This design comes from an exercise in tuning for small area and a short achievable clock period on the open sky130 flow, not from production work. Where RTL was checked, it was by simulation tests only, not by an equivalence proof against the original. Power is estimated from default activity; no workload was simulated.

Setup of alpha:
// pixel_sort_asc
module pixel_sort_asc (
    input clk, reset, soft_rst,
    input enable,
    input  [15:0] Pixel_in1, Pixel_in2, Pixel_in3, Pixel_in4, Pixel_in5, Pixel_in6, Pixel_in7, Pixel_in8,
    output [15:0] Pixel_out1, Pixel_out2, Pixel_out3, Pixel_out4, Pixel_out5, Pixel_out6, Pixel_out7, Pixel_out8,
    output reg valid_out
);
wire [15:0] x [0:7];
assign x[0] = Pixel_in1; assign x[1] = Pixel_in2; assign x[2] = Pixel_in3; assign x[3] = Pixel_in4;
assign x[4] = Pixel_in5; assign x[5] = Pixel_in6; assign x[6] = Pixel_in7; assign x[7] = Pixel_in8;
function lt16(input [15:0] a, input [15:0] b);
    integer k;
    reg c;
    begin
        c = 1'b0;
        for (k = 0; k < 16; k = k + 1)
            c = (~a[k] & b[k]) | (~a[k] & c) | (b[k] & c);
        lt16 = c;
    end
endfunction
reg        below [0:7][0:7];
reg  [2:0] rank  [0:7];
integer i, j, n;
always @(*) begin
    for (i = 0; i < 8; i = i + 1)
        for (j = 0; j < 8; j = j + 1)
            below[i][j] = 1'b0;
    for (i = 1; i < 8; i = i + 1)
        for (j = 0; j < i; j = j + 1) begin
            below[i][j] = !lt16(x[i], x[j]);
            below[j][i] = !below[i][j];
        end
    for (i = 0; i < 8; i = i + 1) begin
        rank[i] = 3'd0;
        for (j = 0; j < 8; j = j + 1)
            if (j != i) rank[i] = rank[i] + below[i][j];
    end
end
reg [15:0] px_q   [0:7];
reg  [2:0] rank_q [0:7];
always @(posedge clk) begin
    valid_out <= enable & ~reset & ~soft_rst;
    for (i = 0; i < 8; i = i + 1) begin
        px_q[i]   <= x[i];
        rank_q[i] <= rank[i];
    end
end
reg [15:0] res [0:7];
  ...
For scale: about 17,000 µm² of cells after synthesis.
==> module pixel_sort_asc, before the edit <==
module pixel_sort_asc (
    input clk, reset, soft_rst,
    input enable,
    input  [15:0] Pixel_in1, Pixel_in2, Pixel_in3, Pixel_in4, Pixel_in5, Pixel_in6, Pixel_in7, Pixel_in8,
    output [15:0] Pixel_out1, Pixel_out2, Pixel_out3, Pixel_out4, Pixel_out5, Pixel_out6, Pixel_out7, Pixel_out8,
    output reg valid_out
);
wire [15:0] x [0:7];
assign x[0] = Pixel_in1; assign x[1] = Pixel_in2; assign x[2] = Pixel_in3; assign x[3] = Pixel_in4;
assign x[4] = Pixel_in5; assign x[5] = Pixel_in6; assign x[6] = Pixel_in7; assign x[7] = Pixel_in8;
function lt16(input [15:0] a, input [15:0] b);
    integer k;
    reg c;
    begin
        c = 1'b0;
        for (k = 0; k < 16; k = k + 1)
            c = (~a[k] & b[k]) | (~a[k] & c) | (b[k] & c);
        lt16 = c;
    end
endfunction
reg        below [0:7][0:7];
reg  [2:0] rank  [0:7];
integer i, j, n;
always @(*) begin
    for (i = 0; i < 8; i = i + 1)
        for (j = 0; j < 8; j = j + 1)
            below[i][j] = 1'b0;
    for (i = 1; i < 8; i = i + 1)
        for (j = 0; j < i; j = j + 1) begin
            below[i][j] = !lt16(x[i], x[j]);
            below[j][i] = !below[i][j];
        end
    for (i = 0; i < 8; i = i + 1) begin
        rank[i] = 3'd0;
        for (j = 0; j < 8; j = j + 1)
            if (j != i) rank[i] = rank[i] + below[i][j];
    end
end
reg [15:0] px_q   [0:7];
reg  [2:0] rank_q [0:7];
always @(posedge clk) begin
    valid_out <= enable & ~reset & ~soft_rst;
    for (i = 0; i < 8; i = i + 1) begin
        px_q[i]   <= x[i];
        rank_q[i] <= rank[i];
    end
end
reg [15:0] res [0:7];
always @(*) begin
    for (n = 0; n < 8; n = n + 1) begin
        res[n] = 16'd0;
        for (i = 0; i < 8; i = i + 1)
            res[n] = res[n] | (px_q[i] & {16{valid_out && rank_q[i] == n}});
    end
end
assign Pixel_out1 = res[0];
assign Pixel_out2 = res[1];
assign Pixel_out3 = res[2];
assign Pixel_out4 = res[3];
assign Pixel_out5 = res[4];
assign Pixel_out6 = res[5];
assign Pixel_out7 = res[6];
assign Pixel_out8 = res[7];
endmodule
clock: 38.0 ns
lec_check: 0
cap_margin: 20
core_margin: 2
core_utilization: 40
setup_slack_margin: 1.0
slew_margin: 20
run.sh (not shown) runs the stock make flow with config.mk's settings and CLKGATE_MAP_FILE= SYNTH_SCRIPT=/design/flow/synth_recipe.tcl, a recipe that flattens the netlist after the stock synthesis.
## Diff of input files: beta against alpha
-- flow/design.v --
<<< alpha, line 31
            below[j][i] = !below[i][j];
        end
    for (i = 0; i < 8; i = i + 1) begin
        rank[i] = 3'd0;
        for (j = 0; j < 8; j = j + 1)
            if (j != i) rank[i] = rank[i] + below[i][j];
    end
end
reg [15:0] px_q   [0:7];
reg  [2:0] rank_q [0:7];
always @(posedge clk) begin
    valid_out <= enable & ~reset & ~soft_rst;
    for (i = 0; i < 8; i = i + 1) begin
        px_q[i]   <= x[i];
        rank_q[i] <= rank[i];
    end
end
>>> beta, line 31
            below[j][i] = !below[i][j];
        end
end
reg [15:0] px_q    [0:7];
reg        below_q [0:7][0:7];
always @(posedge clk) begin
    valid_out <= enable & ~reset & ~soft_rst;
    for (i = 0; i < 8; i = i + 1) begin
        px_q[i]   <= x[i];
    end
    for (i = 1; i < 8; i = i + 1)
        for (j = 0; j < i; j = j + 1)
            below_q[i][j] <= below[i][j];
end
always @(*) begin
    for (i = 0; i < 8; i = i + 1) begin
        rank[i] = 3'd0;
        for (j = 0; j < 8; j = j + 1)
            if (j < i) rank[i] = rank[i] + below_q[i][j];
            else if (j > i) rank[i] = rank[i] + !below_q[j][i];
    end
end
<<< alpha, line 51
        res[n] = 16'd0;
        for (i = 0; i < 8; i = i + 1)
            res[n] = res[n] | (px_q[i] & {16{valid_out && rank_q[i] == n}});
    end
end
>>> beta, line 56
        res[n] = 16'd0;
        for (i = 0; i < 8; i = i + 1)
            res[n] = res[n] | (px_q[i] & {16{valid_out && rank[i] == n}});
    end
end
- beta and alpha ended up with roughly the same number of flops mapped to enable cells by yosys.
- Going from alpha to beta, switching portion of total power grows by 3.5 points.
- For non-clock buffer count, dividing the value from alpha by the value from beta gives 0.942.
- Going from alpha to beta, number of nets in the layout grew slightly.
- beta ends up with a via count of the routed design that is 119 higher than in alpha.
- beta vs alpha: length of routed met2 wiring up by a few percent
- Against alpha, beta reports a critical path buffer and inverter count that is higher.
- Diff alpha -> beta: number of nets in the synthesized netlist has increased, worst hold margin went up by 0.013 ns.


The RTL this note starts from:
==> flow/design.v <==
module pixel_sort_asc (
    input clk, reset, soft_rst,
    input enable,
    input  [15:0] Pixel_in1, Pixel_in2, Pixel_in3, Pixel_in4, Pixel_in5, Pixel_in6, Pixel_in7, Pixel_in8,
    output [15:0] Pixel_out1, Pixel_out2, Pixel_out3, Pixel_out4, Pixel_out5, Pixel_out6, Pixel_out7, Pixel_out8,
    output reg valid_out
);
wire [15:0] x [0:7];
assign x[0] = Pixel_in1; assign x[1] = Pixel_in2; assign x[2] = Pixel_in3; assign x[3] = Pixel_in4;
assign x[4] = Pixel_in5; assign x[5] = Pixel_in6; assign x[6] = Pixel_in7; assign x[7] = Pixel_in8;
function lt16(input [15:0] a, input [15:0] b);
    integer k;
    reg c;
    begin
        c = 1'b0;
        for (k = 0; k < 16; k = k + 1)
            c = (~a[k] & b[k]) | (~a[k] & c) | (b[k] & c);
        lt16 = c;
    end
endfunction
function [3:0] count7_part(input [6:0] b);
    reg [1:0] p, q, r;
    begin
        p = b[0] + b[1] + b[2];
        q = b[3] + b[4] + b[5];
        r = p[0] + q[0] + b[6];
        count7_part = {r[1], q[1], p[1], r[0]};
    end
endfunction
function [2:0] count7_done(input [3:0] part);
    reg [1:0] t;
    begin
        t = part[1] + part[2] + part[3];
        count7_done = {t, part[0]};
    end
endfunction
reg        below [0:7][0:7];
reg  [3:0] part  [0:7];
reg  [6:0] cnt_in;
integer i, j, n;
always @(*) begin
    for (i = 0; i < 8; i = i + 1)
        for (j = 0; j < 8; j = j + 1)
            below[i][j] = 1'b0;
    for (i = 1; i < 8; i = i + 1)
        for (j = 0; j < i; j = j + 1) begin
            below[i][j] = !lt16(x[i], x[j]);
            below[j][i] = !below[i][j];
        end
    for (i = 0; i < 8; i = i + 1) begin
        n = 0;
        for (j = 0; j < 8; j = j + 1)
            if (j != i) begin
                cnt_in[n] = below[i][j];
                n = n + 1;
            end
        part[i] = count7_part(cnt_in);
    end
end
reg [15:0] px_q   [0:7];
reg  [3:0] part_q [0:7];
always @(posedge clk) begin
    valid_out <= enable & ~reset & ~soft_rst;
    for (i = 0; i < 8; i = i + 1) begin
        px_q[i]   <= x[i];
        part_q[i] <= part[i];
    end
end
reg  [2:0] rank [0:7];
reg [15:0] res  [0:7];
always @(*) begin
    for (i = 0; i < 8; i = i + 1)
        rank[i] = count7_done(part_q[i]);
    for (n = 0; n < 8; n = n + 1) begin
        res[n] = 16'd0;
        for (i = 0; i < 8; i = i + 1)
            res[n] = res[n] | (px_q[i] & {16{valid_out && rank[i] == n}});
    end
end
assign Pixel_out1 = res[0];
assign Pixel_out2 = res[1];
assign Pixel_out3 = res[2];
assign Pixel_out4 = res[3];
assign Pixel_out5 = res[4];
assign Pixel_out6 = res[5];
assign Pixel_out7 = res[6];
assign Pixel_out8 = res[7];
endmodule
clock: 38.0 ns
lec_check: 0
abc_area: 1
cap_margin: 20
core_margin: 2
core_utilization: 40
cts_buf_list: sky130_fd_sc_hd__clkbuf_4 sky130_fd_sc_hd__clkbuf_8
setup_slack_margin: 1.0
slew_margin: 20
buffer_ports_args: -buffer_cell sky130_fd_sc_hd__buf_1
standard.sh (not shown) runs the stock make flow with config.mk's settings and CLKGATE_MAP_FILE= SYNTH_SCRIPT=/design/flow/synth_recipe.tcl, a recipe that flattens the netlist after the stock synthesis.
==> flow/flow/run.sh <==
#!/bin/bash
# The standard layout (standard.sh), with these changes to how it is made:
# - synthesis is synth_recipe.tcl unchanged except for the ABC script, which
#   maps for area under a delay target (flow/abc.script) instead of ORFS's
#   abc_area.script; registers are mapped before ABC, so they are the standard
#   synthesis's;
# - the port buffers use the smallest buffer cell instead of the delay cell
#   buffer_ports picks by default;
set -euo pipefail
work=$PWD
margin=$(cat flow/setup_margin)
cat > "$work/own_synth.tcl" <<EOS
proc abc {args} {
  set i [lsearch \$args -script]
  if {\$i >= 0} { lset args [expr {\$i + 1}] $work/flow/abc.script }
  yosys abc {*}\$args
}
source $work/synth_recipe.tcl
EOS
echo 'export BUFFER_PORTS_ARGS = -buffer_cell sky130_fd_sc_hd__buf_1' >> config.mk
bash standard.sh SYNTH_SCRIPT="$work/own_synth.tcl" SETUP_SLACK_MARGIN="$margin" finish > standard.log 2>&1
==> flow/flow/abc.script <==
strash
dch
map -D 2000
topo
stime -c
upsize -c
dnsize -c
==> flow/flow/setup_margin <==
27.3
The starting point ran to the end with no violations.
Change:
--- a/flow/design.v
+++ b/flow/design.v
@@ -18,24 +18,18 @@
         lt16 = c;
     end
 endfunction
-function [3:0] count7_part(input [6:0] b);
-    reg [1:0] p, q, r;
+function [2:0] count7(input [6:0] b);
+    reg [1:0] p, q, r, t;
     begin
         p = b[0] + b[1] + b[2];
         q = b[3] + b[4] + b[5];
         r = p[0] + q[0] + b[6];
-        count7_part = {r[1], q[1], p[1], r[0]};
-    end
-endfunction
-function [2:0] count7_done(input [3:0] part);
-    reg [1:0] t;
-    begin
-        t = part[1] + part[2] + part[3];
-        count7_done = {t, part[0]};
+        t = p[1] + q[1] + r[1];
+        count7 = {t, r[0]};
     end
 endfunction
 reg        below [0:7][0:7];
-reg  [3:0] part  [0:7];
+reg  [2:0] rank  [0:7];
 reg  [6:0] cnt_in;
 integer i, j, n;
 always @(*) begin
@@ -54,27 +48,24 @@
                 cnt_in[n] = below[i][j];
                 n = n + 1;
             end
-        part[i] = count7_part(cnt_in);
+        rank[i] = count7(cnt_in);
     end
 end
 reg [15:0] px_q   [0:7];
-reg  [3:0] part_q [0:7];
+reg  [2:0] rank_q [0:7];
 always @(posedge clk) begin
     valid_out <= enable & ~reset & ~soft_rst;
     for (i = 0; i < 8; i = i + 1) begin
         px_q[i]   <= x[i];
-        part_q[i] <= part[i];
+        rank_q[i] <= rank[i];
     end
 end
-reg  [2:0] rank [0:7];
-reg [15:0] res  [0:7];
+reg [15:0] res [0:7];
 always @(*) begin
-    for (i = 0; i < 8; i = i + 1)
-        rank[i] = count7_done(part_q[i]);
     for (n = 0; n < 8; n = n + 1) begin
         res[n] = 16'd0;
         for (i = 0; i < 8; i = i + 1)
-            res[n] = res[n] | (px_q[i] & {16{valid_out && rank[i] == n}});
+            res[n] = res[n] | (px_q[i] & {16{valid_out && rank_q[i] == n}});
     end
 end
 assign Pixel_out1 = res[0];
The new run finished clean.
Non-clock buffer count drops by 4.
Critical path depth went up by 1.
Worst setup slack gains 54 ps.
Sequential share of layout area went down by 0.71 points.
Clock power stays flat.
Synthesized area drops by 0.71%.
Sequential power barely changes.
Count of clock-buffer cells in the layout falls by 2.
Utilization went down by 0.41 points.
Hold slack is worse by 11 ps.
Maximum frequency climbs by 0.51%.
Via count went up by 2.0%.
Total power is lower by 5.8%.
Wire length increases by 5.8%.


Setup of south:
Starts from the design.v that is shown in full above.
Settings: LEC_CHECK=0, ABC_AREA=1, CAP_MARGIN=20, CORE_MARGIN=2, CORE_UTILIZATION=40, SETUP_SLACK_MARGIN=1.0, SLEW_MARGIN=20, BUFFER_PORTS_ARGS=-buffer_cell sky130_fd_sc_hd__buf_1; clock period 38.0 ns.
==> flow/flow/run.sh <==
#!/bin/bash
# The standard layout, with the port buffers made from the smallest buffer
# cell instead of the delay cell buffer_ports picks by default.
set -euo pipefail
echo 'export BUFFER_PORTS_ARGS = -buffer_cell sky130_fd_sc_hd__buf_1' >> config.mk
bash standard.sh > standard.log 2>&1
Inputs modified between south and north:
diff --git a/flow/design.v b/flow/design.v
--- a/flow/design.v
+++ b/flow/design.v
@@ -19,23 +19,23 @@
     end
 endfunction
-function [3:0] count7_part(input [6:0] b);
-    reg [1:0] p, q, r;
+function [3:0] count6_part(input [5:0] b);
+    reg [1:0] p, q;
     begin
         p = b[0] + b[1] + b[2];
         q = b[3] + b[4] + b[5];
-        r = p[0] + q[0] + b[6];
-        count7_part = {r[1], q[1], p[1], r[0]};
+        count6_part = {q, p};
     end
 endfunction
-function [2:0] count7_done(input [3:0] part);
-    reg [1:0] t;
+function [2:0] count7_done(input [3:0] part, input b6);
+    reg [1:0] r, t;
     begin
-        t = part[1] + part[2] + part[3];
-        count7_done = {t, part[0]};
+        r = part[0] + part[2] + b6;
+        t = part[1] + part[3] + r[1];
+        count7_done = {t, r[0]};
     end
 endfunction
 reg        below [0:7][0:7];
 reg  [3:0] part  [0:7];
-reg  [6:0] cnt_in;
+reg  [5:0] cnt_in;
 integer i, j, n;
 always @(*) begin
@@ -51,13 +51,14 @@
         n = 0;
         for (j = 0; j < 8; j = j + 1)
-            if (j != i) begin
+            if (j != i && j != (i ^ 1)) begin
                 cnt_in[n] = below[i][j];
                 n = n + 1;
             end
-        part[i] = count7_part(cnt_in);
+        part[i] = count6_part(cnt_in);
     end
 end
 reg [15:0] px_q   [0:7];
 reg  [3:0] part_q [0:7];
+reg  [3:0] pair_q;        
 always @(posedge clk) begin
     valid_out <= enable & ~reset & ~soft_rst;
@@ -66,4 +67,6 @@
         part_q[i] <= part[i];
     end
+    for (i = 0; i < 4; i = i + 1)
+        pair_q[i] <= below[2 * i + 1][2 * i];
 end
 reg  [2:0] rank [0:7];
@@ -71,5 +74,5 @@
 always @(*) begin
     for (i = 0; i < 8; i = i + 1)
-        rank[i] = count7_done(part_q[i]);
+        rank[i] = count7_done(part_q[i], (i % 2) ? pair_q[i / 2] : !pair_q[i / 2]);
     for (n = 0; n < 8; n = n + 1) begin
         res[n] = 16'd0;
Results
- Compare north and south | routed wire length higher: north
- north: area fraction in compound gates after synthesis lower than south
- Against south, maximum vdd ir drop in north rose by more than a quarter.
- On post-place instance area, the lower figure sits with south, not north.
- Diff south -> north | area added between synthesis and finish | decrease of 0.35 points
- north reports a lower met3 layer usage reported by global route than south does.
- Clock slew at the register clock pins of the worst setup and hold paths essentially unchanged between south and north.
- north vs. south: synthesized cell count +75; largest net degree at the start of global routing fell 2; post-route non-filler standard cell count saw an increase; net count of the mapped netlist rose 75.
The RTL of north was laid out without a check of its function.

## what the ideal ports hide
No port has a modelled driver above. Below, the same layouts with a new extraction and two added sets of constraints.
Step 1, drivers: a clkbuf_16 drives clk and a buf_2 each remaining input, both assumed.
Step 2 also shifts input and output timing later by t, the mid clock arrival at the registers, as if the neighbouring blocks saw the same clock.
a / b / c = no drivers / after step 1 / after step 2; a / b = the first two.
run | shift t [ns] | setup WS [ns] | worst setup path after step 2 | worst slew at a driven data input, ns
alpha | 0.464 | 24.998 / 25.029 / 24.566 | input to register | 0.09
beta | 0.471 | 25.228 / 25.174 / 25.645 | register to output | 0.07
the first run of note 2 | 0.479 | 27.204 / 27.161 / 26.981 | input to register | 0.09
the second run of note 2 | 0.479 | 27.258 / 27.222 / 26.895 | input to register | 0.08
south | 0.510 | 26.509 / 26.447 / 26.706 | input to register | 0.08
north | 0.501 | 25.965 / 25.907 / 26.408 | register to output | 0.03
After both steps setup and hold are still met in every run listed. The setup slack of alpha, which loses most, moves by +0.031 ns with the drivers and by -0.432 ns with both steps.
